Source: an optimization exercise on an open RTL-to-GDS flow (aim: small area). Production flows keep margins and buffers that such runs may drop.
Only simulation tests tie the RTL to the original design; equivalence was not proved.
Power and IR drop assume default switching activity.

--- flow/design.v ---
module u_baud (input wire clk, input wire rst, output wire tick);
    reg [3:0] bc;
    assign tick = &bc;
    always @(posedge clk or posedge rst)
        if (rst) bc <= 4'd4;
        else     bc <= tick ? 4'd4 : bc + 4'd1;
endmodule
module u_rx (
    input  wire clk, input wire rst, input wire rx_in, input wire tick,
    output wire bitv,         
    output wire dadv,         
    output wire [2:0] k,      
    output wire sadv,         
    output wire done,         
    output reg  cc, output reg cd    
);
    reg r1, r2;
    always @(posedge clk or posedge rst)
        if (rst) begin r1 <= 1'b1; r2 <= 1'b1; end
        else     begin r1 <= rx_in; r2 <= r1; end
    wire fe = ~r1 & r2;
    assign bitv = r2;
    localparam [3:0] P_IDLE = 4'd2, P_START = 4'd7, P_STOP = 4'd0, P_DONE = 4'd1;
    reg [3:0] p, tc;
    wire idle  = (p == P_IDLE);
    wire start = (p == P_START);
    wire adv   = tick & (&tc);
    assign done = (p == P_DONE);
    assign dadv = p[3] & adv;
    assign sadv = (p == P_STOP) & adv;
    assign k    = p[2:0];
    always @(posedge clk or posedge rst)
        if (rst) p <= P_IDLE;
        else if (idle)  p <= fe ? P_START : P_IDLE;
        else if (done | (start & adv & r2)) p <= P_IDLE;
        else if (adv)   p <= p + 4'd1;
    always @(posedge clk)
        if (idle) tc <= 4'd8;
        else if (tick) tc <= tc + 4'd1;
    localparam [7:0] CMD_CONFIG = 8'hCD, CMD_DISPLAY = 8'hD1;
    reg mc, md;
    always @(posedge clk)
        if (start) begin mc <= 1'b1; md <= 1'b1; end
        else if (dadv) begin
            mc <= mc & (r2 == CMD_CONFIG[k]);
            md <= md & (r2 == CMD_DISPLAY[k]);
        end
    always @(posedge clk or posedge rst)
        if (rst) begin cc <= 1'b0; cd <= 1'b0; end
        else if (sadv & r2) begin cc <= mc; cd <= md; end
endmodule
module u_rxctrl (input wire clk, input wire rst, input wire done, input wire cc, output reg [2:0] r);
    always @(posedge clk or posedge rst)
        if (rst) r <= 3'd0;
        else case (r)
            3'd0: if (done & cc) r <= 3'd1;
            3'd1: if (done) r <= 3'd2;
            3'd2: if (done) r <= 3'd3;
            3'd3: if (done) r <= 3'd4;
            default: r <= 3'd0;
        endcase
endmodule
module u_tx (
    input wire clk, input wire rst, input wire tick, input wire display,
    output reg [2:0] s,
    output wire data,         
    output wire startb,       
    output wire [2:0] k,      
    output wire adv           
);
    localparam [3:0] Q_IDLE = 4'd1, Q_START = 4'd7;
    reg [3:0] q, tc;
    wire idle = (q == Q_IDLE);
    wire load = (s == 3'd2) | (s == 3'd4);
    assign data = q[3];
    assign startb = (q == Q_START);
    assign k = q[2:0];
    assign adv = tick & (&tc);
    always @(posedge clk or posedge rst)
        if (rst) s <= 3'd0;
        else case (s)
            3'd0: if (display) s <= 3'd1;
            3'd1: s <= 3'd2;
            3'd2: s <= 3'd3;
            3'd3: if (idle) s <= 3'd4;
            3'd4: s <= 3'd5;
            3'd5: if (idle) s <= 3'd0;
            default: s <= 3'd0;
        endcase
    always @(posedge clk or posedge rst)
        if (rst) q <= Q_IDLE;
        else if (load) q <= Q_START;
        else if (!idle & adv) q <= q + 4'd1;
    always @(posedge clk)
        if (load) tc <= 4'd0;
        else if (tick) tc <= tc + 4'd1;
endmodule
module u_regs (
    input wire clk, input wire rst,
    input wire bitv, input wire dadv, input wire [2:0] k, input wire sadv,
    input wire [2:0] r, input wire rot,
    output reg [7:0] A, output reg [7:0] B, output reg [5:0] op
);
    localparam [7:0] CMD_CONFIG = 8'hCD;
    reg f, fo;
    wire shA  = dadv & (r == 3'd1);
    wire shB  = dadv & (r == 3'd2);
    wire shO  = dadv & (r == 3'd3);
    wire fixA = dadv & f & (r == 3'd2);
    wire cpyB = dadv & f & (r == 3'd3);
    wire cpyO = dadv & fo;
    always @(posedge clk)
        if (sadv) f <= ~bitv;
    always @(posedge clk or posedge rst)
        if (rst) fo <= 1'b0;
        else if (sadv) fo <= ~bitv & (r == 3'd3);
    always @(posedge clk) begin
        if (shA | rot | fixA | cpyB)
            A <= {shA ? bitv : fixA ? CMD_CONFIG[k] : A[0], A[7:1]};
        if (shB | rot | cpyB | cpyO)
            B <= {shB ? bitv : cpyB ? A[0] : B[0], B[7:1]};
    end
    always @(posedge clk or posedge rst)
        if (rst) op <= 6'd0;
        else if ((shO | cpyO) & (k < 3'd6)) op <= {shO ? bitv : B[0], op[5:1]};
endmodule
module u_alu (
    input wire clk, input wire init, input wire step, input wire last,
    input wire a, input wire b, input wire a1, input wire [5:0] op,
    output wire res, output reg c, output reg z
);
    wire is_add = (op == 6'b100000);
    wire is_sub = (op == 6'b100010);
    wire is_and = (op == 6'b100100);
    wire is_or  = (op == 6'b100101);
    wire is_xor = (op == 6'b100110);
    wire is_nor = (op == 6'b100111);
    wire is_srl = (op == 6'b000010);
    wire is_sra = (op == 6'b000011);
    wire bx = b ^ is_sub;
    wire cn = (is_add | is_sub) & ((a & bx) | (a & c) | (bx & c));
    reg r_;
    always @(*) begin
        r_ = 1'b0;
        if (is_add | is_sub) r_ = a ^ bx ^ c;
        if (is_and) r_ = a & b;
        if (is_or)  r_ = a | b;
        if (is_xor) r_ = a ^ b;
        if (is_nor) r_ = ~(a | b);
        if (is_srl) r_ = last ? 1'b0 : a1;
        if (is_sra) r_ = last ? a : a1;
    end
    assign res = r_;
    always @(posedge clk)
        if (init) begin c <= is_sub; z <= 1'b1; end
        else if (step) begin
            c <= last ? (c ^ cn) : cn;
            z <= z & ~r_;
        end
endmodule
module uart_top (
    input  wire       CLK100MHZ,
    input  wire       RST,
    input  wire       RX_IN,
    output wire       TX_OUT,
    output wire [7:0] LED
);
    wire clk = CLK100MHZ;
    wire tick;
    u_baud i_baud (.clk(clk), .rst(RST), .tick(tick));
    wire bitv, dadv, sadv, done, cc, cd;
    wire [2:0] rk;
    u_rx i_rx (.clk(clk), .rst(RST), .rx_in(RX_IN), .tick(tick), .bitv(bitv), .dadv(dadv),
               .k(rk), .sadv(sadv), .done(done), .cc(cc), .cd(cd));
    wire [2:0] r;
    u_rxctrl i_rxctrl (.clk(clk), .rst(RST), .done(done), .cc(cc), .r(r));
    wire display = (r == 3'd0) & done & cd;
    wire [2:0] s, tk;
    wire tdata, tstart, tadv;
    u_tx i_tx (.clk(clk), .rst(RST), .tick(tick), .display(display), .s(s), .data(tdata),
               .startb(tstart), .k(tk), .adv(tadv));
    wire rot = (s == 3'd3) & tdata & tadv;
    wire [7:0] A, B;
    wire [5:0] op;
    u_regs i_regs (.clk(clk), .rst(RST), .bitv(bitv), .dadv(dadv), .k(rk), .sadv(sadv),
                   .r(r), .rot(rot), .A(A), .B(B), .op(op));
    wire res, c, z;
    u_alu i_alu (.clk(clk), .init(s == 3'd2), .step(rot), .last(tk == 3'd7),
                 .a(A[0]), .b(B[0]), .a1(A[1]), .op(op), .res(res), .c(c), .z(z));
    wire flag_bit = (tk == 3'd0) ? z : (tk == 3'd1) ? c : 1'b0;
    assign TX_OUT = tstart ? 1'b0 : tdata ? (s[1] ? res : flag_bit) : 1'b1;
    assign LED = {1'b1, s, 1'b1, r};
endmodule
--- flow/run.sh ---
#!/bin/bash
# synth_recipe.tcl (not shown) runs the flow's synth.tcl, then flattens the netlist and writes it again
# the make line also repeats each setting of config.mk as NAME=value (left out here)
make -C /OpenROAD-flow-scripts/flow DESIGN_CONFIG=/design/flow/config.mk WORK_HOME=/design/flow/orfs CLKGATE_MAP_FILE= SYNTH_SCRIPT=/design/flow/synth_recipe.tcl finish
--- flow/config.mk ---
export PLATFORM = sky130hd
export DESIGN_NAME = uart_top
export DESIGN_NICKNAME = uart_top
export VERILOG_FILES = /design/flow/design.v
export SDC_FILE = /design/flow/constraint.sdc
export NUM_CORES = 4
export LEC_CHECK = 0
export CAP_MARGIN = 20
export CORE_MARGIN = 2
export CORE_UTILIZATION = 40
export SLEW_MARGIN = 20
--- flow/constraint.sdc ---
create_clock -name core_clock -period 10.0 [get_ports {CLK100MHZ}]
set_input_delay 2.0000 -clock core_clock [delete_from_list [all_inputs] [get_ports {CLK100MHZ}]]
set_output_delay 2.0000 -clock core_clock [all_outputs]
set_load 0.01 [all_outputs]
==> qor.txt <==
Min Tclk post-route - 5.16 ns
# DRC - 0
Die X - 89.4 um
Number of post-CTS setup repair buffers - 0
CP startpoint kind - register
HP Start - i_rx.r1
Top_reg_cell synth - dfrtp_1
Wire per inst - 13.8 um
Cells after DPL - 369
Fin Hold WS - 0.367 ns
Hold Path Class - register to register
Peak VDD IR - 0.104 mV
Htree depth - 3
Pins Over Slew Limit - 0
Post-DR vias/cell - 5.08
Simple-gate share of the synthesized area - 17.1%
MaxCap Viol Count - 0
CP max FO - 5
CP Class - register to output port
Via count - 1955
CTS tree - done
EDFF count, synth - 18
Synth Area in XOR/XNOR - 3.91%
Worst EP arrival - 3.16 ns
Unique masters post-synth - 50
Seq cells post-synth - 58
Layout cells sized above 1 - 12.6%
Pin count of the biggest net entering global routing - 26
Initial drt markers - 74
Fraction of registers with async set/reset - 50.0%
Post-synthesis adder-cell area fraction - 6.70%
R2r startpoint - i_baud.bc[0]
Nets@finish - 299
Final Wtd Congestion - 0.818
Routed WL - 5310 um
Mux cell area share after synthesis - 5.54%
Worst R2R Setup Slack - 7.58 ns
Antenna diode count - 0
Tot GR Track Use - 15.4%
Vias in the first global route - 1911
RSZ-0062 raised after global routing - false
First-pass DRT Iterations - 4
Syn Inst Count - 271
DIE AREA - 0.00798 mm2
Hpwl dp - 3670 um
CTS Root Cell - clkbuf_8
Critical Path RT - 8.00 ns
Bufs on Longest Clock Path - 2
R2R Path End - i_regs.A[1]
Final Instance Area - 0.00330 mm2
Worst Skew - 0.00548 ns
Worst setup EP type - output port
WHS Endpoint - i_rx.r2
Post-DRT Antenna Nets - 0
Area Overhead vs Synth - 13.3%
Cell area after placement - 0.00308 mm2
Core ar. - 0.00714 mm2
Final setup viols - 0
Worst slew pin tran - 0.724 ns
PD cells - 146 mW/mm2
Status - no timing/DRC/antenna violations
Synth Cell Area - 0.00291 mm2
Clock sinks - 58
Slew Limit Headroom - 51.4%
Fin. Hold Viols - 0
Buffers added on ports - 9
Clock transition at path regs - 0.07 ns
Post-route non-filler standard cell count - 385
Leakage power - 0.00132 uW
Total congestion overflow - 0
Power consumption - 483 uW
Synth Area in Compound Gates - 11.5%
# rows - 31
Total CTS buffers - 9
Initial Utilization - 40.8%
Die Span Y - 89.4 um
Wire length of the first global-routing pass - 9170 um
Worst R2R Path Depth - 4
Final period utilization - 51.6%
Worst-Skew Late Latency - 0.34 ns
Total of cells resized after clock tree synthesis - 0
Setup TNS - 0 ns
Post-synthesis sequential area ratio - 51.2%
Top Ports - 12
# hold bufs at CTS - 0
Main combinational cell family by area after synthesis - simple AND/OR/NAND/NOR gates
Initial antenna violation count - 0
Synth warn - 6
Fmax - 194 MHz
Hold Path Depth - 0
Synth Area per Inst - 10.8 um2
## logic make-up (layout without fill, tap and decap cells)
| family | after synthesis | after routing |
|---|---|---|
| AO/OA/AOI/OAI | 49 | 49 |
| adder cells (fa/ha/maj) | 15 | 15 |
| other | 1 | 2 |
| multiplexers | 15 | 15 |
| AND/OR/NAND/NOR | 94 | 94 |
| buffers and inverters | 26 | 40 |
| XOR/XNOR | 13 | 13 |
| flip-flops | 58 | 58 |
## flip-flops by register name, indices dropped and copies added, names as in the netlist, 4 cells and up
signal and count:
i_regs.A 8, i_regs.B 8, i_regs.op 6, i_baud.bc 4
i_rx.p 4, i_rx.tc 4, i_tx.q 4, i_tx.tc 4
## metrics by stage
step | setup WS (ns) | util [%]
2_1_floorplan | 5.79 | -
3_3_place_gp | 5.21 | 43.1
3_5_place_dp | 5.18 | 43.1
4_1_cts | 4.80 | 46.2
5_1_grt | 4.47 | 46.3
6_report | 4.84 | 46.3
## per-layer routing
layer	routed length (um)	up-vias	GRT usage [%]
li1	-	983	-
met1	2680	945	20.4
met2	2380	22	23.0
met3	191	5	5.91
met4	59	0	5.83
met5	0	-	0
## cell usage in the layout (no fill, tap or decap), types with 7 or more instances in the layout
| cell type | n |
|---|---|
| nor2_1 | 25 |
| dfrtp_1 | 24 |
| edfxtp_1 | 18 |
| nand2_1 | 17 |
| a21oi_1 | 14 |
| inv_1 | 14 |
| ha_1 | 14 |
| o21ai_0 | 11 |
| dfxtp_1 | 11 |
| clkbuf_8 | 10 |
| nand3_1 | 9 |
| mux2_2 | 9 |
| clkdlybuf4s50_1 | 9 |
| xnor2_1 | 7 |
## report_power, final
part	total, uW	switching [uW]	leakage, uW	internal (uW)
logic	4.18	2.88	0.000592	1.29
clock network	234	96.7	0.000108	137
registers	245	0.903	0.000616	244
total	483	101	0.00132	382
## worst max path at each step
stage | slack, ns | startpoint | to
3_5_place_dp | 5.18 | i_regs.op[0] | TX_OUT
5_1_grt | 4.47 | i_regs.op[0] | TX_OUT
4_1_cts | 4.80 | i_regs.op[0] | TX_OUT
3_3_place_gp | 5.21 | i_regs.op[0] | TX_OUT
2_1_floorplan | 5.79 | i_regs.op[0] | TX_OUT
6_report | 4.84 | i_regs.op[0] | TX_OUT
## area by class of cell
class	instances	area (um2)
inverters	14	52.6
clock buffers	11	163
well taps	99	124
clock inverters	5	57.6
multi-input cells	188	1320
fillers	676	3830
flip-flops and latches	58	1490
repair buffers	10	97.6
## worst max-delay path: stages, from the launching register on
cell,delay [ns]
dfrtp_1,0.42
nor4_1,0.39
nand3_1,0.18
xnor2_1,0.22
fa_1,0.44
a21oi_1,0.15
a311o_1,0.12
o2111ai_1,0.15
o21ai_0,0.19
clkdlybuf4s50_1,0.55
## synth_stat cells, types with 2 or more instances
library cell  count  area [um2]
nor2_1           25        93.8
nor3_1            5        25.0
nand3b_1          6        45.0
a211oi_1          3        22.5
a311oi_1          3        26.3
dfstp_2           5         131
or3_1             3        18.8
a21o_1            2        15.0
xor2_1            6        52.6
a211o_1           3        26.3
dfxtp_1          11         220
o211ai_1          2        15.0
dfrtp_1          24         601
nand2_1          17        63.8
xnor2_1           7        61.3
and3_1            3        18.8
o31ai_1           2        15.0
and2_1            2        12.5
mux2_2            9         101
ha_1             14         175
mux2i_1           6        60.1
nand3_1           9        45.0
o21ai_0          12        60.1
nor3b_1           2        15.0
inv_1            14        52.6
edfxtp_1         18         541
clkbuf_1          4        15.0
nand2b_1          4        25.0
nor2b_1           5        31.3
nand4_1           5        31.3
nor4_1            2        12.5
buf_2             5        25.0
a21oi_1          14        70.1
buf_4             3        22.5

separate check: timing with driven ports:
In the flow no input, the clock included, has a driving cell. The finished layout below was timed again as built, in two steps.
Step 1 assumes that a clkbuf_16 drives the clock port and a buf_2 every other input.
Step 2, shift: input delay + t, output delay - t, t = (earliest + latest rising clock arrival at the registers) / 2. This alone moves slack from input paths to output paths.
Slacks: ideal ports / drivers / drivers and shift; pairs: ideal ports / drivers.
shift t [ns]: 0.365
slack for setup (ns): 4.844 / 4.815 / 5.180
worst slew at a driven data input, ns: 0.03
After both steps setup and hold are still met in this run. For this run, drivers alone change the setup slack by -0.029 ns; drivers and shift together by +0.336 ns.
